What follows belongs to an exercise in optimizing a design on an open flow for small area, a short achievable clock period and few clock cycles; a production flow would make more cautious choices.
For this run, only the layout was checked, not whether the RTL still works.

File: design.v
`timescale 1ns / 1ps
module sub_4set #
(
    parameter DW      = 24,     
    parameter NUM_SET = 4       
)(
    input  wire clk,
    input  wire rst_n,
    input  wire [(NUM_SET*DW)-1:0] a_vec,  
    input  wire [(NUM_SET*DW)-1:0] b_vec,  
    output reg  [(NUM_SET*DW)-1:0] res_vec  
);
    wire signed [DW-1:0] a [0:NUM_SET-1];
    wire signed [DW-1:0] b [0:NUM_SET-1];
    genvar i;
    generate
        for (i = 0; i < NUM_SET; i = i + 1) begin : unpack_vecs
            assign a[i] = a_vec[i*DW +: DW];
            assign b[i] = b_vec[i*DW +: DW];
        end
    endgenerate
    integer j;
    always @(posedge clk or negedge rst_n) begin
        if (!rst_n) begin
            res_vec <= 0;
        end else begin
            for (j = 0; j < NUM_SET; j = j + 1) begin
                res_vec[j*DW +: DW] <= a[j] - b[j];
            end
        end
    end
endmodule
`timescale 1ns / 1ps
module mul_scalar_4set #
(
    parameter DW      = 24,     
    parameter SW      = 24,     
    parameter NUM_SET = 4       
)(
    input  wire clk,
    input  wire rst_n,
    input  wire [(NUM_SET*DW)-1:0] v_in,      
    input  wire signed [SW-1:0]    scalar,
    input  wire [5:0]              shift, 
    output reg  [(NUM_SET*DW)-1:0] v_out      
);
    wire signed [DW-1:0] v [0:NUM_SET-1];
    genvar i;
    generate
        for (i = 0; i < NUM_SET; i = i + 1) begin : unpack_v
            assign v[i] = v_in[i*DW +: DW];
        end
    endgenerate
    reg signed [DW+SW-1:0] m [0:NUM_SET-1];
    localparam signed [DW-1:0] MAX_POS = {1'b0, {(DW-1){1'b1}}};  
    localparam signed [DW-1:0] MAX_NEG = {1'b1, {(DW-1){1'b0}}};  
    integer j;
    always @(posedge clk) begin
        for (j = 0; j < NUM_SET; j = j + 1) begin
            m[j] <= v[j] * scalar;
        end
        for (j = 0; j < NUM_SET; j = j + 1) begin
            v_out[j*DW +: DW] <= saturate(m[j] >>> shift);
        end
    end
    function [DW-1:0] saturate(input signed [DW+SW-1:0] val);
        if (val > $signed({ {(SW){1'b0}}, MAX_POS })) 
            saturate = MAX_POS;
        else if (val < $signed({ {(SW){1'b1}}, MAX_NEG })) 
            saturate = MAX_NEG;
        else 
            saturate = val[DW-1:0];
    endfunction
endmodule
`timescale 1ns / 1ps
module fast_isr #
(
    parameter IN_W   = 56,     
    parameter OUT_W  = 24,     
    parameter FW_IN  = 26,     
    parameter FW_OUT = 22,     
    parameter LUT_ADDR_W = 8   
)
(
    input  wire clk,
    input  wire rst_n,
    input  wire start,
    input  wire [IN_W-1:0] u_in,
    output reg [OUT_W-1:0] y_out,
    output reg             done
);
    localparam SHIFT_U_Y2 = (FW_IN + 2*FW_OUT) - FW_OUT;  
    localparam SHIFT_FINAL = (2*FW_OUT) - FW_OUT + 1;     
    localparam IDLE    = 3'd0,
               CALC_1  = 3'd1,  
               CALC_2  = 3'd2,  
               CALC_3  = 3'd3,  
               CALC_4  = 3'd4,  
               FINISH  = 3'd5;
    reg [2:0] state;
    reg [IN_W-1:0] u_reg;
    reg [OUT_W-1:0] y_initial;  
    reg signed [(2*OUT_W)-1:0]      y0_sq_q44;       
    reg signed [(IN_W+2*OUT_W)-1:0] u_y2_q70;       
    reg signed [OUT_W+7:0]          diff_q22;        
    reg signed [(OUT_W + 40) - 1 : 0] prod_final_q44;
    localparam signed [OUT_W+7:0] CONST_3_Q = (3 << FW_OUT); 
    wire [LUT_ADDR_W-1:0] lut_addr = (u_in[IN_W-1 : FW_IN+4] != 0) ? {LUT_ADDR_W{1'b1}} : 
                                      u_in[FW_IN+4-1 : FW_IN+4-LUT_ADDR_W];
    always @(*) begin
        case(lut_addr)
            8'h00: y_initial = 24'hFFFFFF;
            8'h01: y_initial = 24'hFFFFFF;
            8'h02: y_initial = 24'hB504F3;
            8'h03: y_initial = 24'h93CD3A;
            8'h04: y_initial = 24'h800000;
            8'h05: y_initial = 24'h727C97;
            8'h06: y_initial = 24'h6882F6;
            8'h07: y_initial = 24'h60C248;
            8'h08: y_initial = 24'h5A827A;
            8'h09: y_initial = 24'h555555;
            8'h0A: y_initial = 24'h50F44E;
            8'h0B: y_initial = 24'h4D2FD9;
            8'h0C: y_initial = 24'h49E69D;
            8'h0D: y_initial = 24'h47006B;
            8'h0E: y_initial = 24'h446B3C;
            8'h0F: y_initial = 24'h421953;
            8'h10: y_initial = 24'h400000;
            8'h11: y_initial = 24'h3E16D1;
            8'h12: y_initial = 24'h3C56FC;
            8'h13: y_initial = 24'h3ABAFD;
            8'h14: y_initial = 24'h393E4C;
            8'h15: y_initial = 24'h37DD21;
            8'h16: y_initial = 24'h369452;
            8'h17: y_initial = 24'h356133;
            8'h18: y_initial = 24'h34417B;
            8'h19: y_initial = 24'h333333;
            8'h1A: y_initial = 24'h3234AB;
            8'h1B: y_initial = 24'h314469;
            8'h1C: y_initial = 24'h306124;
            8'h1D: y_initial = 24'h2F89BB;
            8'h1E: y_initial = 24'h2EBD2F;
            8'h1F: y_initial = 24'h2DFA9D;
            8'h20: y_initial = 24'h2D413D;
            8'h21: y_initial = 24'h2C905A;
            8'h22: y_initial = 24'h2BE755;
            8'h23: y_initial = 24'h2B459B;
            8'h24: y_initial = 24'h2AAAAB;
            8'h25: y_initial = 24'h2A160D;
            8'h26: y_initial = 24'h298758;
            8'h27: y_initial = 24'h28FE29;
            8'h28: y_initial = 24'h287A27;
            8'h29: y_initial = 24'h27FB01;
            8'h2A: y_initial = 24'h27806D;
            8'h2B: y_initial = 24'h270A25;
            8'h2C: y_initial = 24'h2697EC;
            8'h2D: y_initial = 24'h262988;
            8'h2E: y_initial = 24'h25BEC2;
            8'h2F: y_initial = 24'h255768;
            8'h30: y_initial = 24'h24F34F;
            8'h31: y_initial = 24'h249249;
            8'h32: y_initial = 24'h243431;
            8'h33: y_initial = 24'h23D8E0;
            8'h34: y_initial = 24'h238035;
            8'h35: y_initial = 24'h232A10;
            8'h36: y_initial = 24'h22D652;
            8'h37: y_initial = 24'h2284DF;
            8'h38: y_initial = 24'h22359E;
            8'h39: y_initial = 24'h21E875;
            8'h3A: y_initial = 24'h219D4C;
            8'h3B: y_initial = 24'h21540F;
            8'h3C: y_initial = 24'h210CA9;
            8'h3D: y_initial = 24'h20C706;
            8'h3E: y_initial = 24'h208315;
            8'h3F: y_initial = 24'h2040C3;
            8'h40: y_initial = 24'h200000;
            8'h41: y_initial = 24'h1FC0BE;
            8'h42: y_initial = 24'h1F82ED;
            8'h43: y_initial = 24'h1F467F;
            8'h44: y_initial = 24'h1F0B68;
            8'h45: y_initial = 24'h1ED19B;
            8'h46: y_initial = 24'h1E990D;
            8'h47: y_initial = 24'h1E61B1;
            8'h48: y_initial = 24'h1E2B7E;
            8'h49: y_initial = 24'h1DF669;
            8'h4A: y_initial = 24'h1DC268;
            8'h4B: y_initial = 24'h1D8F72;
            8'h4C: y_initial = 24'h1D5D7F;
            8'h4D: y_initial = 24'h1D2C85;
            8'h4E: y_initial = 24'h1CFC7E;
            8'h4F: y_initial = 24'h1CCD60;
            8'h50: y_initial = 24'h1C9F26;
            8'h51: y_initial = 24'h1C71C7;
            8'h52: y_initial = 24'h1C453E;
            8'h53: y_initial = 24'h1C1983;
            8'h54: y_initial = 24'h1BEE90;
            8'h55: y_initial = 24'h1BC461;
            8'h56: y_initial = 24'h1B9AEE;
            8'h57: y_initial = 24'h1B7232;
            8'h58: y_initial = 24'h1B4A29;
            8'h59: y_initial = 24'h1B22CD;
            8'h5A: y_initial = 24'h1AFC1A;
            8'h5B: y_initial = 24'h1AD60A;
            8'h5C: y_initial = 24'h1AB09A;
            8'h5D: y_initial = 24'h1A8BC4;
            8'h5E: y_initial = 24'h1A6786;
            8'h5F: y_initial = 24'h1A43DA;
            8'h60: y_initial = 24'h1A20BD;
            8'h61: y_initial = 24'h19FE2C;
            8'h62: y_initial = 24'h19DC23;
            8'h63: y_initial = 24'h19BA9E;
            8'h64: y_initial = 24'h19999A;
            8'h65: y_initial = 24'h197913;
            8'h66: y_initial = 24'h195908;
            8'h67: y_initial = 24'h193974;
            8'h68: y_initial = 24'h191A55;
            8'h69: y_initial = 24'h18FBA9;
            8'h6A: y_initial = 24'h18DD6B;
            8'h6B: y_initial = 24'h18BF9B;
            8'h6C: y_initial = 24'h18A234;
            8'h6D: y_initial = 24'h188536;
            8'h6E: y_initial = 24'h18689D;
            8'h6F: y_initial = 24'h184C67;
            8'h70: y_initial = 24'h183092;
            8'h71: y_initial = 24'h18151C;
            8'h72: y_initial = 24'h17FA02;
            8'h73: y_initial = 24'h17DF43;
            8'h74: y_initial = 24'h17C4DD;
            8'h75: y_initial = 24'h17AACE;
            8'h76: y_initial = 24'h179114;
            8'h77: y_initial = 24'h1777AD;
            8'h78: y_initial = 24'h175E97;
            8'h79: y_initial = 24'h1745D1;
            8'h7A: y_initial = 24'h172D5A;
            8'h7B: y_initial = 24'h17152F;
            8'h7C: y_initial = 24'h16FD4E;
            8'h7D: y_initial = 24'h16E5B8;
            8'h7E: y_initial = 24'h16CE69;
            8'h7F: y_initial = 24'h16B761;
            8'h80: y_initial = 24'h16A09E;
            8'h81: y_initial = 24'h168A20;
            8'h82: y_initial = 24'h1673E3;
            8'h83: y_initial = 24'h165DE8;
            8'h84: y_initial = 24'h16482D;
            8'h85: y_initial = 24'h1632B1;
            8'h86: y_initial = 24'h161D73;
            8'h87: y_initial = 24'h160871;
            8'h88: y_initial = 24'h15F3AA;
            8'h89: y_initial = 24'h15DF1E;
            8'h8A: y_initial = 24'h15CACB;
            8'h8B: y_initial = 24'h15B6B1;
            8'h8C: y_initial = 24'h15A2CE;
            8'h8D: y_initial = 24'h158F20;
            8'h8E: y_initial = 24'h157BA9;
            8'h8F: y_initial = 24'h156865;
            8'h90: y_initial = 24'h155555;
            8'h91: y_initial = 24'h154278;
            8'h92: y_initial = 24'h152FCC;
            8'h93: y_initial = 24'h151D51;
            8'h94: y_initial = 24'h150B07;
            8'h95: y_initial = 24'h14F8EB;
            8'h96: y_initial = 24'h14E6FE;
            8'h97: y_initial = 24'h14D53E;
            8'h98: y_initial = 24'h14C3AC;
            8'h99: y_initial = 24'h14B246;
            8'h9A: y_initial = 24'h14A10B;
            8'h9B: y_initial = 24'h148FFA;
            8'h9C: y_initial = 24'h147F14;
            8'h9D: y_initial = 24'h146E58;
            8'h9E: y_initial = 24'h145DC4;
            8'h9F: y_initial = 24'h144D58;
            8'hA0: y_initial = 24'h143D13;
            8'hA1: y_initial = 24'h142CF6;
            8'hA2: y_initial = 24'h141CFF;
            8'hA3: y_initial = 24'h140D2D;
            8'hA4: y_initial = 24'h13FD80;
            8'hA5: y_initial = 24'h13EDF8;
            8'hA6: y_initial = 24'h13DE95;
            8'hA7: y_initial = 24'h13CF54;
            8'hA8: y_initial = 24'h13C036;
            8'hA9: y_initial = 24'h13B13B;
            8'hAA: y_initial = 24'h13A262;
            8'hAB: y_initial = 24'h1393AA;
            8'hAC: y_initial = 24'h138513;
            8'hAD: y_initial = 24'h13769C;
            8'hAE: y_initial = 24'h136845;
            8'hAF: y_initial = 24'h135A0E;
            8'hB0: y_initial = 24'h134BF6;
            8'hB1: y_initial = 24'h133DFD;
            8'hB2: y_initial = 24'h133022;
            8'hB3: y_initial = 24'h132264;
            8'hB4: y_initial = 24'h1314C4;
            8'hB5: y_initial = 24'h130741;
            8'hB6: y_initial = 24'h12F9DA;
            8'hB7: y_initial = 24'h12EC8F;
            8'hB8: y_initial = 24'h12DF61;
            8'hB9: y_initial = 24'h12D24D;
            8'hBA: y_initial = 24'h12C555;
            8'hBB: y_initial = 24'h12B878;
            8'hBC: y_initial = 24'h12ABB4;
            8'hBD: y_initial = 24'h129F0B;
            8'hBE: y_initial = 24'h12927B;
            8'hBF: y_initial = 24'h128605;
            8'hC0: y_initial = 24'h1279A7;
            8'hC1: y_initial = 24'h126D62;
            8'hC2: y_initial = 24'h126136;
            8'hC3: y_initial = 24'h125521;
            8'hC4: y_initial = 24'h124925;
            8'hC5: y_initial = 24'h123D3F;
            8'hC6: y_initial = 24'h123171;
            8'hC7: y_initial = 24'h1225B9;
            8'hC8: y_initial = 24'h121A18;
            8'hC9: y_initial = 24'h120E8E;
            8'hCA: y_initial = 24'h120319;
            8'hCB: y_initial = 24'h11F7BA;
            8'hCC: y_initial = 24'h11EC70;
            8'hCD: y_initial = 24'h11E13C;
            8'hCE: y_initial = 24'h11D61C;
            8'hCF: y_initial = 24'h11CB11;
            8'hD0: y_initial = 24'h11C01B;
            8'hD1: y_initial = 24'h11B538;
            8'hD2: y_initial = 24'h11AA6A;
            8'hD3: y_initial = 24'h119FAF;
            8'hD4: y_initial = 24'h119508;
            8'hD5: y_initial = 24'h118A74;
            8'hD6: y_initial = 24'h117FF3;
            8'hD7: y_initial = 24'h117585;
            8'hD8: y_initial = 24'h116B29;
            8'hD9: y_initial = 24'h1160E0;
            8'hDA: y_initial = 24'h1156A8;
            8'hDB: y_initial = 24'h114C83;
            8'hDC: y_initial = 24'h114270;
            8'hDD: y_initial = 24'h11386E;
            8'hDE: y_initial = 24'h112E7D;
            8'hDF: y_initial = 24'h11249D;
            8'hE0: y_initial = 24'h111ACF;
            8'hE1: y_initial = 24'h111111;
            8'hE2: y_initial = 24'h110764;
            8'hE3: y_initial = 24'h10FDC7;
            8'hE4: y_initial = 24'h10F43A;
            8'hE5: y_initial = 24'h10EABE;
            8'hE6: y_initial = 24'h10E151;
            8'hE7: y_initial = 24'h10D7F4;
            8'hE8: y_initial = 24'h10CEA6;
            8'hE9: y_initial = 24'h10C568;
            8'hEA: y_initial = 24'h10BC39;
            8'hEB: y_initial = 24'h10B319;
            8'hEC: y_initial = 24'h10AA08;
            8'hED: y_initial = 24'h10A105;
            8'hEE: y_initial = 24'h109811;
            8'hEF: y_initial = 24'h108F2C;
            8'hF0: y_initial = 24'h108655;
            8'hF1: y_initial = 24'h107D8B;
            8'hF2: y_initial = 24'h1074D0;
            8'hF3: y_initial = 24'h106C23;
            8'hF4: y_initial = 24'h106383;
            8'hF5: y_initial = 24'h105AF1;
            8'hF6: y_initial = 24'h10526C;
            8'hF7: y_initial = 24'h1049F5;
            8'hF8: y_initial = 24'h10418A;
            8'hF9: y_initial = 24'h10392D;
            8'hFA: y_initial = 24'h1030DC;
            8'hFB: y_initial = 24'h102898;
            8'hFC: y_initial = 24'h102061;
            8'hFD: y_initial = 24'h101837;
            8'hFE: y_initial = 24'h101018;
            8'hFF: y_initial = 24'h100806;
            default: y_initial = 24'h400000;
        endcase
    end
    always @(posedge clk or negedge rst_n) begin
        if (!rst_n) begin
            state <= IDLE; done <= 0; y_out <= 0;
            u_reg <= 0; y0_sq_q44 <= 0; u_y2_q70 <= 0; diff_q22 <= 0; prod_final_q44 <= 0;
        end else begin
            case (state)
                IDLE: begin
                    done <= 0;
                    if (start) begin
                        u_reg <= u_in;
                        state <= CALC_1;
                    end
                end
                CALC_1: begin
                    y0_sq_q44 <= $signed({1'b0, y_initial}) * $signed({1'b0, y_initial});
                    state <= CALC_2;
                end
                CALC_2: begin
                    u_y2_q70 <= $signed({1'b0, u_reg}) * y0_sq_q44;
                    state <= CALC_3;
                end
                CALC_3: begin
                    diff_q22 <= CONST_3_Q - $signed(u_y2_q70[(IN_W+2*OUT_W)-1 : SHIFT_U_Y2]);
                    state <= CALC_4;
                end
                CALC_4: begin
                    if (diff_q22[OUT_W+7])  
                        prod_final_q44 <= {1'b0, y_initial, {(FW_OUT+1){1'b0}}};
                    else
                        prod_final_q44 <= $signed({1'b0, y_initial}) * diff_q22;
                    state <= FINISH;
                end
                FINISH: begin
                    if (prod_final_q44[(OUT_W + 40) - 1 : FW_OUT+FW_IN-1] != 0) 
                        y_out <= {OUT_W{1'b1}};
                    else
                        y_out <= prod_final_q44[SHIFT_FINAL + OUT_W - 1 : SHIFT_FINAL]; 
                    done  <= 1'b1;
                    state <= IDLE;
                end
                default: state <= IDLE;
            endcase
        end
    end
endmodule
`timescale 1ns / 1ps
module dot_product_4mac #
(
    parameter NUM_MAC = 4,     
    parameter ADDR_W = 12,     
    parameter COL_W  = 8,      
    parameter ROW_W  = 6,      
    parameter ROW_N  = 4,      
    parameter DW     = 24,     
    parameter ACC_W  = 56,     
    parameter OUT_W  = 56      
)
(
    input  wire clk,
    input  wire rst_n,
    input  wire start_a,      
    input  wire [COL_W-1:0] N_cols,  
    input  wire [ROW_W-1:0] M_rows,  
    output reg  [ADDR_W-1:0] phi_addr, 
    input  wire [(NUM_MAC*DW)-1:0]   phi_data,  
    output reg  [ROW_W-1:0]  r_addr, 
    input  wire [(NUM_MAC*DW)-1:0]   r_data,    
    output reg  [OUT_W-1:0]  dot_result, 
    output reg  [COL_W-1:0]  current_col_idx,
    output wire [ROW_W-1:0]  row_cnt_out,
    output reg               col_done, 
    output reg               all_done  
);
    localparam IDLE      = 2'd0,
               RUN_COL   = 2'd1,  
               HOLD_RES  = 2'd2,  
               FINISH    = 2'd3;
    reg [1:0] state;
    reg [ROW_W-1:0] row_ptr;     
    reg [COL_W-1:0] col_ptr;     
    reg signed [ACC_W-1:0] acc;  
    reg pipe_vld;                
    wire signed [DW-1:0] p[0:NUM_MAC-1];  
    wire signed [DW-1:0] r[0:NUM_MAC-1];  
    genvar g;  
    generate
        for (g = 0; g < NUM_MAC; g = g + 1) begin : unpack_loop
            assign p[g] = phi_data[g*DW +: DW];
            assign r[g] = r_data[g*DW +: DW];
        end
    endgenerate
    assign row_cnt_out = row_ptr;
    always @(posedge clk or negedge rst_n) begin
        if (!rst_n) begin
            state <= IDLE;
            phi_addr <= 0; r_addr <= 0;
            acc <= 0; pipe_vld <= 0;
            col_done <= 0; all_done <= 0;
            row_ptr <= 0; col_ptr <= 0;
            current_col_idx <= 0; dot_result <= 0;
        end else begin
            col_done <= 0;  
            case (state)
                IDLE: begin
                    all_done <= 0;
                    if (start_a) begin
                        state    <= RUN_COL;
                        col_ptr  <= 0;
                        row_ptr  <= 0;
                        acc      <= 0;
                        pipe_vld <= 0;
                        phi_addr <= (0 << ROW_N); 
                        r_addr   <= 0;
                    end
                end
                RUN_COL: begin
                    if (row_ptr < M_rows) begin
                        row_ptr  <= row_ptr + 1'b1;
                        phi_addr <= (col_ptr << ROW_N) + (row_ptr + 1'b1);
                        r_addr   <= row_ptr + 1'b1;
                        pipe_vld <= 1'b1;
                    end else begin
                        pipe_vld <= 1'b0;  
                    end
                    if (pipe_vld || (row_ptr > 0 && row_ptr <= M_rows)) begin
                        acc <= acc + 
                               ($signed(p[0]) * $signed(r[0])) +
                               ($signed(p[1]) * $signed(r[1])) +
                               ($signed(p[2]) * $signed(r[2])) +
                               ($signed(p[3]) * $signed(r[3]));
                    end
                    if (!pipe_vld && row_ptr == M_rows) begin
                        state <= HOLD_RES;
                    end
                end
                HOLD_RES: begin
                    dot_result      <= acc;
                    current_col_idx <= col_ptr;
                    col_done        <= 1'b1;  
                    if (col_ptr == N_cols) begin
                        state <= FINISH;
                    end else begin
                        col_ptr  <= col_ptr + 1'b1;
                        row_ptr  <= 0;
                        acc      <= 0;
                        pipe_vld <= 0;
                        phi_addr <= ((col_ptr + 1'b1) << ROW_N);
                        r_addr   <= 0;
                        state    <= RUN_COL;
                    end
                end
                FINISH: begin
                    all_done <= 1'b1;
                    state    <= IDLE;
                end
                default: state <= IDLE;
            endcase
        end
    end
endmodule
`timescale 1ns / 1ps
module qr_mgs_core #
(
    parameter NUM_MAC    = 4,      
    parameter DW         = 24,     
    parameter DOT_W      = 56,     
    parameter COL_W      = 8,      
    parameter I_W        = 4,      
    parameter M_W        = 6,      
    parameter ROW_N      = 4,      
    parameter ADDR_W_PHI = 12,     
    parameter ADDR_W_Q   = 12,     
    parameter ADDR_W_R   = 12,    
    parameter FW_DATA    = 13,     
    parameter FW_ISR     = 22      
)
(
    input  wire                  clk, 
    input  wire                  rst_n, 
    input  wire                  start_core,      
    input  wire [COL_W-1:0]      lambda_i,    
    input  wire [I_W-1:0]        current_i,   
    input  wire [M_W-1:0]        M_rows_in,   
    output wire [ADDR_W_PHI-1:0] phi_addr,
    input  wire [(NUM_MAC*DW)-1:0] phi_data,  
    output reg  [ADDR_W_R-1:0]   r_addr_a,    
    output reg                   r_we_a,
    output reg  [DW-1:0]         r_din_a,
    output wire [ADDR_W_Q-1:0]   q_addr_a,    
    output wire                  q_we_a,
    output wire [(NUM_MAC*DW)-1:0] q_din_a,
    output wire [ADDR_W_Q-1:0]   q_addr_b,
    input  wire [(NUM_MAC*DW)-1:0] q_dout_b,
    output wire [M_W-1:0]        res_addr_a,  
    output wire                  res_we_a,
    output wire [(NUM_MAC*DW)-1:0] res_din_a,
    output wire [M_W-1:0]        res_addr_b, 
    input  wire [(NUM_MAC*DW)-1:0] res_dout_b,
    output reg                   core_done
);
    localparam W_DEPTH = 1 << ROW_N; 
    localparam IDLE       = 4'd0, LOAD_W = 4'd1, J_INIT = 4'd2, TRG_MAC = 4'd3, 
               WAIT_MAC   = 4'd4, RJI_SUB = 4'd5, TRG_U = 4'd6, WAIT_U = 4'd7, 
               TRG_ISR    = 4'd8, WAIT_ISR = 4'd9, NORM_Q = 4'd10, TRG_ALPHA = 4'd11, 
               WAIT_ALPHA = 4'd12, UPD_RESID = 4'd13;
    reg [3:0] state;
    reg [I_W-1:0] j_cnt;       
    reg [M_W-1:0] r_ptr;       
    reg signed [DW-1:0] r_ji_reg, isr_reg, alpha_reg;
    reg mac_start, isr_start, mac_done_latch;
    wire        w_we_a; 
    wire [M_W-1:0]  w_addr_a; 
    wire [(NUM_MAC*DW)-1:0] w_din_a; 
    wire [M_W-1:0]  w_addr_b;
    wire [(NUM_MAC*DW)-1:0] w_dout_b;
    reg [(NUM_MAC*DW)-1:0] w_ram [0:W_DEPTH-1];
    reg [(NUM_MAC*DW)-1:0] w_dout_reg;
    always @(posedge clk) begin
        if(w_we_a) w_ram[w_addr_a] <= w_din_a;
        w_dout_reg <= w_ram[w_addr_b]; 
    end
    assign w_dout_b = w_dout_reg;
    wire [DOT_W-1:0] mac_res; 
    wire mac_done_p; 
    wire [M_W-1:0] mac_r_addr; 
    wire [ADDR_W_PHI-1:0] mac_phi_addr_p;
    wire is_mac_j = (state == TRG_MAC   || state == WAIT_MAC);
    wire is_mac_u = (state == TRG_U     || state == WAIT_U);
    wire is_mac_i = (state == TRG_ALPHA || state == WAIT_ALPHA);
    wire [(NUM_MAC*DW)-1:0] mac_in_phi = is_mac_u ? w_dout_b   : q_dout_b; 
    wire [(NUM_MAC*DW)-1:0] mac_in_r   = is_mac_i ? res_dout_b : w_dout_b; 
    assign phi_addr = (state == LOAD_W) ? (lambda_i << ROW_N) + r_ptr : mac_phi_addr_p;
    assign q_addr_b = is_mac_j ? ((j_cnt << ROW_N) + mac_phi_addr_p) : 
                      is_mac_i ? ((current_i << ROW_N) + mac_phi_addr_p) : 
                      (state == RJI_SUB) ? ((j_cnt << ROW_N) + r_ptr) :          
                      (state == UPD_RESID) ? ((current_i << ROW_N) + r_ptr) : {ADDR_W_Q{1'b0}};
    assign w_addr_b = (is_mac_j || is_mac_u) ? mac_r_addr :
                      (state == RJI_SUB || state == NORM_Q)  ? r_ptr : {M_W{1'b0}};
    assign res_addr_b = is_mac_i ? mac_r_addr :
                        (state == UPD_RESID)  ? r_ptr : {M_W{1'b0}};
    dot_product_4mac #(.NUM_MAC(NUM_MAC), .ROW_W(M_W), .ROW_N(ROW_N), .DW(DW), .ACC_W(DOT_W), .OUT_W(DOT_W)) u_mac (
        .clk(clk), .rst_n(rst_n), .start_a(mac_start), 
        .N_cols({COL_W{1'b0}}), .M_rows(M_rows_in),
        .phi_addr(mac_phi_addr_p), .phi_data(mac_in_phi), 
        .r_data(mac_in_r), .dot_result(mac_res), 
        .all_done(mac_done_p), .r_addr(mac_r_addr)
    );
    wire isr_done_p; wire [DW-1:0] isr_val;
    fast_isr #(.IN_W(DOT_W), .OUT_W(DW), .FW_IN(26), .FW_OUT(FW_ISR)) u_isr (
        .clk(clk), .rst_n(rst_n), .start(isr_start),
        .u_in(mac_res), .y_out(isr_val), .done(isr_done_p)
    );
    reg [DW-1:0] mul_scalar; reg [5:0] mul_shift; wire [(NUM_MAC*DW)-1:0] mul_res, sub_res;
    wire [(NUM_MAC*DW)-1:0] mul_vector_in = (state == NORM_Q) ? w_dout_b : q_dout_b; 
    reg [(NUM_MAC*DW)-1:0] vec_from_ram, vec_delay_1;
    mul_scalar_4set #(.DW(DW), .SW(DW), .NUM_SET(NUM_MAC)) u_mul (
        .clk(clk), .rst_n(rst_n), 
        .v_in(mul_vector_in), .scalar(mul_scalar), .shift(mul_shift), .v_out(mul_res)
    );
    sub_4set #(.DW(DW), .NUM_SET(NUM_MAC)) u_sub (
        .clk(clk), .rst_n(rst_n), 
        .a_vec(vec_delay_1), 
        .b_vec(mul_res), .res_vec(sub_res)
    );
    reg [M_W-1:0] addr_p1, addr_p2, addr_p3, addr_p4;
    reg we_load_p1, we_nrm_p1, we_nrm_p2, we_nrm_p3;
    reg we_sub_p1, we_sub_p2, we_sub_p3, we_sub_p4, is_rji_p1, is_rji_p2, is_rji_p3, is_rji_p4;
    always @(posedge clk or negedge rst_n) begin
        if(!rst_n) begin
            addr_p1 <= 0; addr_p2 <= 0; addr_p3 <= 0; addr_p4 <= 0;
            we_load_p1 <= 0; we_nrm_p1 <= 0; we_nrm_p2 <= 0; we_nrm_p3 <= 0; 
            we_sub_p1 <= 0; we_sub_p2 <= 0; we_sub_p3 <= 0; we_sub_p4 <= 0; 
            is_rji_p1 <= 0; is_rji_p2 <= 0; is_rji_p3 <= 0; is_rji_p4 <= 0; 
            vec_from_ram <= 0; vec_delay_1 <= 0;
        end else begin
            addr_p1   <= r_ptr;
            we_load_p1<= (state == LOAD_W)    && (r_ptr <= M_rows_in);
            we_nrm_p1 <= (state == NORM_Q)    && (r_ptr <= M_rows_in);
            we_sub_p1 <= (state == RJI_SUB || state == UPD_RESID) && (r_ptr <= M_rows_in);
            is_rji_p1 <= (state == RJI_SUB);
            addr_p2   <= addr_p1; we_nrm_p2 <= we_nrm_p1; we_sub_p2 <= we_sub_p1; is_rji_p2 <= is_rji_p1;
            vec_from_ram <= (we_sub_p1) ? (is_rji_p1 ? w_dout_b : res_dout_b) : {(NUM_MAC*DW){1'b0}};
            addr_p3   <= addr_p2; we_nrm_p3 <= we_nrm_p2; we_sub_p3 <= we_sub_p2; is_rji_p3 <= is_rji_p2;
            vec_delay_1 <= vec_from_ram; 
            addr_p4   <= addr_p3; we_sub_p4 <= we_sub_p3; is_rji_p4 <= is_rji_p3;
        end
    end
    assign w_we_a   = we_load_p1 | (we_sub_p4 & is_rji_p4);
    assign w_addr_a = we_load_p1 ? addr_p1 : addr_p4;
    assign w_din_a  = we_load_p1 ? phi_data : sub_res;
    assign q_we_a   = we_nrm_p3;
    assign q_addr_a = (current_i << ROW_N) + addr_p3;  
    assign q_din_a  = mul_res;
    assign res_we_a   = (we_sub_p4 & ~is_rji_p4);
    assign res_addr_a = addr_p4;
    assign res_din_a  = sub_res;
    always @(posedge clk or negedge rst_n) begin
        if(!rst_n) begin 
            state <= IDLE; core_done <= 0; mac_start <= 0; isr_start <= 0; mac_done_latch <= 0; 
            r_ptr <= 0; j_cnt <= 0; r_we_a <= 0; r_addr_a <= 0; r_din_a <= 0;
        end else begin
            core_done <= 0; mac_start <= 0; isr_start <= 0; r_we_a <= 0;
            if (mac_done_p) mac_done_latch <= 1;
            case(state)
                IDLE: begin r_ptr <= 0; if(start_core) state <= LOAD_W; end
                LOAD_W: begin
                    if(r_ptr >= M_rows_in + 1) begin state <= J_INIT; r_ptr <= 0; end 
                    else r_ptr <= r_ptr + 1'b1;
                end
                J_INIT: begin 
                    j_cnt <= 0; mac_done_latch <= 0; 
                    if(current_i == 0) state <= TRG_U; 
                    else state <= TRG_MAC; 
                end
                TRG_MAC: begin mac_start <= 1; state <= WAIT_MAC; end
                WAIT_MAC: begin
                    if(mac_done_latch) begin 
                        r_ji_reg <= mac_res[FW_DATA +: DW];  
                        state <= RJI_SUB; r_ptr <= 0; mac_done_latch <= 0; 
                    end
                end
                RJI_SUB: begin
                    mul_scalar <= r_ji_reg; mul_shift <= FW_DATA;  
                    if (r_ptr == 0) begin
                        r_we_a   <= 1'b1; 
                        r_addr_a <= (j_cnt << ROW_N) + current_i;  
                        r_din_a  <= r_ji_reg;
                    end
                    if(r_ptr >= M_rows_in + 4) begin 
                        r_ptr <= 0; 
                        if(j_cnt >= current_i - 1'b1) state <= TRG_U; 
                        else begin j_cnt <= j_cnt + 1'b1; state <= TRG_MAC; end
                    end else r_ptr <= r_ptr + 1'b1;
                end
                TRG_U: begin mac_start <= 1; state <= WAIT_U; end
                WAIT_U: begin
                    if(mac_done_latch) begin state <= TRG_ISR; mac_done_latch <= 0; end
                end
                TRG_ISR: begin isr_start <= 1; state <= WAIT_ISR; end
                WAIT_ISR: begin
                    if(isr_done_p) begin isr_reg <= isr_val; state <= NORM_Q; r_ptr <= 0; end
                end
                NORM_Q: begin
                    mul_scalar <= isr_reg; mul_shift <= FW_ISR;  
                    if (r_ptr == 0) begin
                        r_we_a   <= 1'b1; 
                        r_addr_a <= (current_i << ROW_N) + current_i;  
                        r_din_a  <= isr_reg;
                    end
                    if(r_ptr >= M_rows_in + 3) begin state <= TRG_ALPHA; r_ptr <= 0; end 
                    else r_ptr <= r_ptr + 1'b1;
                end
                TRG_ALPHA: begin mac_start <= 1; state <= WAIT_ALPHA; end
                WAIT_ALPHA: begin
                    if(mac_done_latch) begin 
                        alpha_reg <= mac_res[FW_DATA +: DW];  
                        state <= UPD_RESID; r_ptr <= 0; mac_done_latch <= 0; 
                    end
                end
                UPD_RESID: begin
                    mul_scalar <= alpha_reg; mul_shift <= FW_DATA;  
                    if(r_ptr >= M_rows_in + 4) begin core_done <= 1; state <= IDLE; end 
                    else r_ptr <= r_ptr + 1'b1;
                end
                default: state <= IDLE;
            endcase
        end
    end
endmodule
File: run.sh
#!/bin/bash
# synth_recipe.tcl (not shown) runs the flow's synth.tcl, then flattens the netlist and writes it again
# the make line also repeats each setting of config.mk as NAME=value (left out here)
make -C /OpenROAD-flow-scripts/flow DESIGN_CONFIG=/design/flow/config.mk WORK_HOME=/design/flow/orfs CLKGATE_MAP_FILE= SYNTH_SCRIPT=/design/flow/synth_recipe.tcl finish
File: config.mk
export PLATFORM = sky130hd
export DESIGN_NAME = qr_mgs_core
export DESIGN_NICKNAME = qr_mgs_core
export VERILOG_FILES = /design/flow/design.v
export SDC_FILE = /design/flow/constraint.sdc
export NUM_CORES = 8
export LEC_CHECK = 0
export CAP_MARGIN = 20
export CORE_MARGIN = 2
export CORE_UTILIZATION = 40
export PLACE_DENSITY = 0.6
export SLEW_MARGIN = 20
export SYNTH_MEMORY_MAX_BITS = 8192
File: constraint.sdc
create_clock -name core_clock -period 25.0 [get_ports {clk}]
set_input_delay 5.0000 -clock core_clock [delete_from_list [all_inputs] [get_ports {clk}]]
set_output_delay 5.0000 -clock core_clock [all_outputs]
set_load 0.01 [all_outputs]
==> results.yml <==
floorplanning:
  core_area_um2: 998700
  die_area_um2: 1010000
  die_h_mm: 1.005
  row_count: 367
  fp.dieW_mm: 1.005
  start_util: 0.4014
  ioPinCount: 589
worst_setup_path:
  worstSetupPathType: "input pin to flop"
  critPathCaptureType: "flop"
  slowest_stage: "mux2i_4"
  cp_max_fo: 24
  crit_arrival_ps: 19350
  cp.depth: 39
  crit_top_cell: "fa_1"
  cp.required_ps: 25800
  cpPeakStageDelay_ps: 980
  rr_worst_depth: 46
  crit_buf_inv: 6
  r2r-start: "state[0]"
  startpoint_type: "input pin"
  cp_top_family: "compound AO/OA/AOI/OAI gates"
  cp-startpoint: "res_dout_b[1]"
logic_synthesis:
  netlist_area_um2: 400900
  avgSynthCellArea_um2: 9.728
  synthCells: 41220
  synth-edff-count: 1634
  yosys_warnings: 6
  yosys.cell_types.count: 106
  async_flop_share: 0.2715
  ys_seq_area_frac: 0.1873
  synth_top_flop_cell: "edfxtp_1"
  synth.ff_latch_count: 2748
clock_network:
  max-clock-path-buffers: 4
  cts_resized: 0
  cts_sinks: 2748
  cts-root-buf: "clkbuf_16"
  holdBufCountCts: 0
  clkTransAtPathRegs_ps: 60
  cts_max_level: 5
  postCtsSetupBuffers: 0
  worstSkewPairLatency_ps: 1070
  cts_made_buffers: 311
  cts_tree: "yes"
place:
  dp_slack_ps: 5568
  hpwl_mm: 1124
  gp_congestion: 0.9726
  io_buffers: 581
final_layout:
  n_fill_cell: 95840
  largest_reg_flops: 1536
  layout.nets: 51460
  drive_gt1_frac: 0.05589
  syn_to_final_growth_pct: 8.333
  largestRegisters: "w_ram (1536), u_mul.m (176)"
  regMostFlops: "w_ram"
global_routing:
  grt_util_all_layers: 0.2911
  grt_pass1_vias: 317400
  grt_max_degree: 154
  grt_pass1_wl_mm: 2157
  antenna_found_initial: 227
  globalRoute.totalOverflow: 0
sta:
  setup_viol: 0
  rsz0062_at_grt: "no"
  slew_violations: 0
  fin_ws_ps: 6450
  hold_viol_final: 0
  fmaxAchievable_mhz: 53.91
  worstMarginPinSlew_ps: 1417
  skew_ps: 172.0
  slew_headroom: 0.05556
  layout_min_cycle_time_ps: 18550
  post-route-period-util: 0.7420
  setup_tns_ps: 0
min_path:
  worstHoldPathType: "flop to flop"
  min_delay_path_depth: 0
  min_from: "vec_from_ram[21]"
detailed_routing:
  first_pass_iters: 8
  via_count: 296200
  drtIter0Drc: 27580
  viasPerCell: 5.426
  routedWlPerCell_um: 26.83
  routed_wl_mm: 1465
  drc: 0
  final_antenna_net_count: 0
flow_run:
  cap_viol_max_count: 0
outcome:
  status: "complete, no violations"
-- layout by cell type (no fill, tap or decap), types with 58 or more instances in the layout --
cell	n
a21o_1	269
nor2b_1	191
dfrtp_2	66
xnor2_1	534
ha_1	2016
xor2_1	176
mux2i_1	267
dfxtp_1	368
nand2_1	7679
clkbuf_16	316
nor3_1	207
or2_2	159
nand3_1	562
nand2b_1	148
inv_1	8602
clkdlybuf4s50_1	580
o21a_1	123
nand4_1	58
a311oi_1	311
buf_4	777
and3_1	276
clkbuf_1	60
o21ai_0	589
a211oi_1	71
edfxtp_1	1634
o211ai_1	81
mux2_2	397
nor2_1	1526
dfrtp_1	659
o21bai_1	71
diode_2	303
fa_1	8382
a21oi_1	690
mux4_2	101
a31oi_1	163
and2_1	1715
a22o_1	73
-- cell usage after synthesis (57+ instances only) --
library cell | count | area share
a21oi_1 | 699 | 0.0087
a211oi_1 | 71 | 0.0013
o21bai_1 | 71 | 0.0013
o211ai_1 | 81 | 0.0015
a31oi_1 | 168 | 0.0026
or3_1 | 57 | 0.00089
mux2i_1 | 324 | 0.0081
nor2_1 | 1554 | 0.015
nand2b_1 | 149 | 0.0023
ha_1 | 2020 | 0.063
dfxtp_1 | 368 | 0.018
dfrtp_1 | 746 | 0.047
nand3_1 | 563 | 0.0070
mux2_2 | 397 | 0.011
nor3_1 | 208 | 0.0026
o31ai_1 | 57 | 0.0011
a21boi_0 | 58 | 0.0011
o21a_1 | 125 | 0.0023
a22o_1 | 73 | 0.0016
fa_1 | 8382 | 0.42
xnor2_1 | 565 | 0.012
or2_2 | 160 | 0.0025
mux4_2 | 101 | 0.0057
inv_1 | 8604 | 0.081
nand2_1 | 7690 | 0.072
clkbuf_1 | 2034 | 0.019
and3_1 | 279 | 0.0044
buf_1 | 108 | 0.0010
nor2b_1 | 192 | 0.0030
a21o_1 | 269 | 0.0050
xor2_1 | 187 | 0.0041
nand4_1 | 58 | 0.00091
edfxtp_1 | 1634 | 0.12
o21ai_0 | 596 | 0.0074
and2_1 | 1716 | 0.027
a311oi_1 | 311 | 0.0068
-- through the flow --
stage | util | cells | hold slack [ps] | cell area, um2
2_1_floorplan | - | 41220 | 331.2 | 401000
3_3_place_gp | 0.4232 | 53710 | 332.7 | 422700
3_5_place_dp | 0.4233 | 53720 | 334.7 | 422800
4_1_cts | 0.4340 | 54290 | 297.2 | 433400
5_1_grt | 0.4347 | 54530 | 296.5 | 434200
6_report | 0.4349 | 54590 | 285.5 | 434300
-- worst register-to-register path, delay by kind of cell (launching register included) --
family	cells	cell delay, ps
AOI/OAI and AO/OA	17	6210
xor gates and xnor gates	2	350
adders and majority gates	11	5240
buffers and inverters	10	3390
DFF	1	670
muxes	1	310
and+or+nand+nor	5	1380
-- logic make-up (layout without fill, tap and decap cells) --
| logic type | Yosys count | after routing | share of synthesized area |
|---|---|---|---|
| AOI/OAI and AO/OA | 2968 | 2968 | 0.04957 |
| xor gates and xnor gates | 752 | 752 | 0.01643 |
| adders and majority gates | 10400 | 10400 | 0.4816 |
| buffers and inverters | 10780 | 10570 | 0.1012 |
| DFF | 2748 | 2748 | 0.1873 |
| muxes | 822 | 822 | 0.02491 |
| other | 2 | 311 | 0.00001873 |
| and+or+nand+nor | 12740 | 12740 | 0.1390 |
-- final cells by class --
| class | instances | area (um2) | area share |
|---|---|---|---|
| Antenna cell | 303 | 758.2 | 0.001746 |
| Timing Repair Buffer | 1382 | 12150 | 0.02797 |
| Multi-Input combinational cell | 27690 | 286600 | 0.6599 |
| Sequential cell | 2748 | 75260 | 0.1733 |
| Tap cell | 13280 | 16620 | 0.03827 |
| Inverter | 8611 | 32320 | 0.07442 |
| Clock inverter | 169 | 2071 | 0.004768 |
| Clock buffer | 406 | 8546 | 0.01968 |
-- metal layers --
| metal | wire length [um] | global-route usage | vias to the layer above |
|---|---|---|---|
| met2 | 648100 | 0.4466 | 13980 |
| met5 | 504 | 0 | - |
| met1 | 572800 | 0.3802 | 155200 |
| li1 | - | - | 123800 |
| met4 | 105100 | 0.1726 | 78 |
| met3 | 138300 | 0.06407 | 3255 |
-- final timing paths --
kind                            slack [ps]                  endpoint
worst max-delay path                  6450             u_mac.acc[54]
worst min-delay path                   290           vec_delay_1[21]
worst max register to register        7310             u_mac.acc[54]
worst min register to register         290           vec_delay_1[21]
max in group asynchronous            17400           u_isr.u_reg[33]
min in group asynchronous             3990  u_isr.prod_final_q44[49]

-- static timing again, ports no longer ideal --
The flow's constraints put no driver on any port. The routed layout listed below was extracted and timed again, unchanged, in two steps. Step 1 sets driving cells, clkbuf_16 on the clock port and buf_2 on the other inputs (assumed; they add their load-dependent delay and slew). Step 2, shift: input delay + t, output delay - t, t = (earliest + latest rising clock arrival at the registers) / 2. This alone moves slack from input paths to output paths. Slacks: ideal / step 1 / step 2; pairs: ideal / step 1.
shift t [ns]: 1.123
setup WS [ns]: 6.450 / 6.571 / 5.448
worst hold slack (ns): 0.286 / 0.286 / 0.286
clock arrival spread, ns: 0.181 / 0.182
worst register clock-pin slew, ns: 0.10 / 0.10
After both steps setup and hold are still met in this run. The setup slack of this run moves by +0.121 ns with the drivers and by -1.002 ns with both steps.
